This design comes from an exercise in tuning for small area and few clock cycles on the open sky130 flow, not from production work. At most, simulation tests tie the RTL to the original design; equivalence was not proved.

==> run a <==
==> flow/design.v (excerpt) <==
module mipse(
input clk, rst_n,
input [32-1:0] instr,
input [32-1:0] readdata,
output [32-1:0] pc,
output [32-1:0] aluresult,
output [32-1:0] writedata,
output memwrite);
==> module alu, before the edit <==
module alu (
  input [32-1:0] a, b,
  input sub,
  input [1:0] lsel,
  output [32-1:0] sum,
  output [32-1:0] lg);
  assign sum = a + (b ^ {32{sub}}) + {31'b0, sub};
  assign lg = lsel == 2'd0 ? a & b :
              lsel == 2'd1 ? a | b :
              lsel == 2'd2 ? a ^ b :
                             ~(a | b);
endmodule
==> module rsel, before the edit <==
module rsel (
  input [31:0] d,
  input [31:0] s,
  output y);
  wire [10:0] t;
  ao2n g0(.a0(d[1]), .s0(s[1]), .a1(d[2]), .s1(s[2]), .y(t[0]));
  genvar k;
  generate
    for (k = 1; k < 10; k = k + 1) begin : g
      ao3n g(.a0(d[3*k]), .s0(s[3*k]), .a1(d[3*k+1]), .s1(s[3*k+1]),
             .a2(d[3*k+2]), .s2(s[3*k+2]), .y(t[k]));
    end
  endgenerate
  ao2n g10(.a0(d[30]), .s0(s[30]), .a1(d[31]), .s1(s[31]), .y(t[10]));
  assign y = ~&t;
endmodule
==> module ao2n, before the edit <==
module ao2n (input a0, s0, a1, s1, output y);
  assign y = ~((a0 & s0) | (a1 & s1));
endmodule
Settings: LEC_CHECK=0, CAP_MARGIN=20, CORE_MARGIN=2, CORE_UTILIZATION=40, GPL_TIMING_DRIVEN=0, SLEW_MARGIN=20, SYNTH_HIERARCHICAL=1; clock period 10.0 ns.
run.sh (not shown) runs the stock make flow with config.mk's settings and CLKGATE_MAP_FILE= SYNTH_SCRIPT=/design/flow/synth_recipe.tcl, a recipe that flattens the netlist after the stock synthesis.
==> run b (differences from run a) <==
--- a/flow/design.v
+++ b/flow/design.v
@@ -5,9 +5,135 @@
   output [32-1:0] sum,
   output [32-1:0] lg);
-  assign sum = a + (b ^ {32{sub}}) + {31'b0, sub};
+  wire [31:0] bb = b ^ {32{sub}};
+  wire [31:0] p = a ^ bb;
+  wire [31:0] g = a & bb;
+  wire [31:0] c;
+  bk32 bk(.p(p), .g(g), .cin(sub), .c(c));
+  assign sum = p ^ c;
   assign lg = lsel == 2'd0 ? a & b :
               lsel == 2'd1 ? a | b :
               lsel == 2'd2 ? a ^ b :
                              ~(a | b);
+endmodule
+module bk32 (
+  input [31:0] p, g,
+  input cin,
+  output [31:0] c);
+  wire g0c = g[0] | (p[0] & cin);
+  wire G0 = g[1] | (p[1] & g0c);
+  wire P0 = p[1] & p[0];
+  wire G1 = g[3] | (p[3] & g[2]);
+  wire P1 = p[3] & p[2];
+  wire G2 = g[5] | (p[5] & g[4]);
+  wire P2 = p[5] & p[4];
+  wire G3 = g[7] | (p[7] & g[6]);
+  wire P3 = p[7] & p[6];
+  wire G4 = g[9] | (p[9] & g[8]);
+  wire P4 = p[9] & p[8];
+  wire G5 = g[11] | (p[11] & g[10]);
+  wire P5 = p[11] & p[10];
+  wire G6 = g[13] | (p[13] & g[12]);
+  wire P6 = p[13] & p[12];
+  wire G7 = g[15] | (p[15] & g[14]);
+  wire P7 = p[15] & p[14];
+  wire G8 = g[17] | (p[17] & g[16]);
+  wire P8 = p[17] & p[16];
+  wire G9 = g[19] | (p[19] & g[18]);
+  wire P9 = p[19] & p[18];
+  wire G10 = g[21] | (p[21] & g[20]);
+  wire P10 = p[21] & p[20];
+  wire G11 = g[23] | (p[23] & g[22]);
+  wire P11 = p[23] & p[22];
+  wire G12 = g[25] | (p[25] & g[24]);
+  wire P12 = p[25] & p[24];
+  wire G13 = g[27] | (p[27] & g[26]);
+  wire P13 = p[27] & p[26];
+  wire G14 = g[29] | (p[29] & g[28]);
+  wire P14 = p[29] & p[28];
+  wire G15 = g[31] | (p[31] & g[30]);
+  wire P15 = p[31] & p[30];
+  wire G16 = G1 | (P1 & G0);
+  wire P16 = P1 & P0;
+  wire G17 = G3 | (P3 & G2);
+  wire P17 = P3 & P2;
+  wire G18 = G5 | (P5 & G4);
+  wire P18 = P5 & P4;
+  wire G19 = G7 | (P7 & G6);
+  wire P19 = P7 & P6;
+  wire G20 = G9 | (P9 & G8);
+  wire P20 = P9 & P8;
+  wire G21 = G11 | (P11 & G10);
+  wire P21 = P11 & P10;
+  wire G22 = G13 | (P13 & G12);
+  wire P22 = P13 & P12;
+  wire G23 = G15 | (P15 & G14);
+  wire P23 = P15 & P14;
+  wire G24 = G17 | (P17 & G16);
+  wire P24 = P17 & P16;
+  wire G25 = G19 | (P19 & G18);
+  wire P25 = P19 & P18;
+  wire G26 = G21 | (P21 & G20);
+  wire P26 = P21 & P20;
+  wire G27 = G23 | (P23 & G22);
+  wire P27 = P23 & P22;
+  wire G28 = G25 | (P25 & G24);
+  wire P28 = P25 & P24;
+  wire G29 = G27 | (P27 & G26);
+  wire P29 = P27 & P26;
+  wire G30 = G29 | (P29 & G28);
+  wire P30 = P29 & P28;
+  wire G31 = G26 | (P26 & G28);
+  wire P31 = P26 & P28;
+  wire G32 = G18 | (P18 & G24);
+  wire P32 = P18 & P24;
+  wire G33 = G20 | (P20 & G28);
+  wire P33 = P20 & P28;
+  wire G34 = G22 | (P22 & G31);
+  wire P34 = P22 & P31;
+  wire G35 = G2 | (P2 & G16);
+  wire P35 = P2 & P16;
+  wire G36 = G4 | (P4 & G24);
+  wire P36 = P4 & P24;
+  wire G37 = G6 | (P6 & G32);
+  wire P37 = P6 & P32;
+  wire G38 = G8 | (P8 & G28);
+  wire P38 = P8 & P28;
+  wire G39 = G10 | (P10 & G33);
+  wire P39 = P10 & P33;
+  wire G40 = G12 | (P12 & G31);
+  wire P40 = P12 & P31;
+  wire G41 = G14 | (P14 & G34);
+  wire P41 = P14 & P34;
+  wire G42 = g[2] | (p[2] & G0);
+  wire P42 = p[2] & P0;
+  wire G43 = g[4] | (p[4] & G16);
+  wire P43 = p[4] & P16;
+  wire G44 = g[6] | (p[6] & G35);
+  wire P44 = p[6] & P35;
+  wire G45 = g[8] | (p[8] & G24);
+  wire P45 = p[8] & P24;
+  wire G46 = g[10] | (p[10] & G36);
+  wire P46 = p[10] & P36;
+  wire G47 = g[12] | (p[12] & G32);
+  wire P47 = p[12] & P32;
+  wire G48 = g[14] | (p[14] & G37);
+  wire P48 = p[14] & P37;
+  wire G49 = g[16] | (p[16] & G28);
+  wire P49 = p[16] & P28;
+  wire G50 = g[18] | (p[18] & G38);
+  wire P50 = p[18] & P38;
+  wire G51 = g[20] | (p[20] & G33);
+  wire P51 = p[20] & P33;
+  wire G52 = g[22] | (p[22] & G39);
+  wire P52 = p[22] & P39;
+  wire G53 = g[24] | (p[24] & G31);
+  wire P53 = p[24] & P31;
+  wire G54 = g[26] | (p[26] & G40);
+  wire P54 = p[26] & P40;
+  wire G55 = g[28] | (p[28] & G34);
+  wire P55 = p[28] & P34;
+  wire G56 = g[30] | (p[30] & G41);
+  wire P56 = p[30] & P41;
+  assign c = {G56, G41, G55, G34, G54, G40, G53, G31, G52, G39, G51, G33, G50, G38, G49, G28, G48, G37, G47, G32, G46, G36, G45, G24, G44, G35, G43, G16, G42, G0, g0c, cin};
 endmodule
 module rfile (
@@ -45,20 +171,16 @@
   output y);
   wire [10:0] t;
-  ao2n g0(.a0(d[1]), .s0(s[1]), .a1(d[2]), .s1(s[2]), .y(t[0]));
   genvar k;
   generate
-    for (k = 1; k < 10; k = k + 1) begin : g
-      ao3n g(.a0(d[3*k]), .s0(s[3*k]), .a1(d[3*k+1]), .s1(s[3*k+1]),
-             .a2(d[3*k+2]), .s2(s[3*k+2]), .y(t[k]));
+    for (k = 0; k < 10; k = k + 1) begin : g
+      ao3n g(.a0(d[3*k+1]), .s0(s[3*k+1]), .a1(d[3*k+2]), .s1(s[3*k+2]),
+             .a2(d[3*k+3]), .s2(s[3*k+3]), .y(t[k]));
     end
   endgenerate
-  ao2n g10(.a0(d[30]), .s0(s[30]), .a1(d[31]), .s1(s[31]), .y(t[10]));
+  assign t[10] = ~(d[31] & s[31]);
   assign y = ~&t;
 endmodule
 module ao3n (input a0, s0, a1, s1, a2, s2, output y);
   assign y = ~((a0 & s0) | (a1 & s1) | (a2 & s2));
-endmodule
-module ao2n (input a0, s0, a1, s1, output y);
-  assign y = ~((a0 & s0) | (a1 & s1));
 endmodule
 module mipse(
--- a/flow/config.mk
+++ b/flow/config.mk
@@ -9,5 +9,8 @@
 export CORE_MARGIN = 2
 export CORE_UTILIZATION = 40
+export CTS_BUF_LIST = sky130_fd_sc_hd__clkbuf_8
+export CTS_CLUSTER_SIZE = 40
 export GPL_TIMING_DRIVEN = 0
+export SETUP_SLACK_MARGIN = 0.3
 export SLEW_MARGIN = 20
 export SYNTH_HIERARCHICAL = 1
==> results.toml <==
[placement]
dp_slack_ps = -1330

[logic_synthesis]
total_standard_cell_area_after_synthesis_mm2 = 0.0508
syn_area_per_cell_um2 = 13.7

[clocking]
cts_inserted_buffers = 105
h-tree-depth = 3

[final_layout]
final_net_count = 4362
fin_area_mm2 = 0.0625
num-fill-cells = 10800

[sta]
setup-violations-final = 1
layout_setup_ws_ps = -8.72

[floorplan]
floorplan.initialDensity_pct = 40.4
floorplan.core_area_mm2 = 0.126

[outcome]
failed_checks = "setup timing"
status = "finished with violations"

[power]
power.combinational.fraction_pct = 25.9
share_clk_of_total_power_pct = 31.9
The numbers above come from run a.

==> results.toml <==
[floorplan]
floorplan.initialDensity_pct = 40.3
die-height_um = 357
floorplan.core_area_mm2 = 0.124

[sta]
setup-violations-final = 0
final.setup.tns_ps = 0

[outcome]
status = "complete, no violations"

[power]
power.combinational.fraction_pct = 25.0
share_clk_of_total_power_pct = 30.8
irDropWorstVdd_mv = 0.133

[logic_synthesis]
synthesis.yosys.warnings = 8
syn_area_per_cell_um2 = 14.3
total_standard_cell_area_after_synthesis_mm2 = 0.0499

[placement]
dp_slack_ps = -1950
placed_cells_incl_taps = 5429

[clocking]
h-tree-depth = 4

[final_layout]
signal_buffers = 465
num-fill-cells = 10600
final_net_count = 4231
fin_area_mm2 = 0.0613

[setup_path]
worst-path-stages = 20
The numbers above come from run b.

Testbench counts of run b, summed over its fixed seeds: cycles 115,339.
Function not checked in run a: the RTL went through the layout flow alone.

[static timing again, ports no longer ideal]
The results above use ideal ports. As a check the final layouts listed here were re-extracted and re-timed, cells and wires unchanged.
Step 1 (the two cells are an assumption about what drives the block):
set clk [get_ports {clk}]
set_driving_cell -lib_cell sky130_fd_sc_hd__clkbuf_16 $clk
set_driving_cell -lib_cell sky130_fd_sc_hd__buf_2 [delete_from_list [all_inputs] $clk]
Step 2 adds t to the input delays and takes it off the output delays; t is the mean of the earliest and latest rising clock arrival at the registers after step 1. Input paths then give back, and output paths get back, about the clock's delay inside the block.
a / b / c = ideal ports / drivers / drivers and shift; a / b = the first two.
run | t (ns) | setup WS [ns] | worst hold slack (ns) | pins driven straight from the clock port
run a | 0.764 | -0.009 / -0.077 / -0.077 | 0.726 / 0.726 / 0.726 | 1
run b | 0.941 | 0.209 / 0.157 / 0.157 | 0.675 / 0.675 / 0.675 | 1
For run a, which loses most, drivers alone change the setup slack by -0.068 ns; drivers and shift together by -0.068 ns.
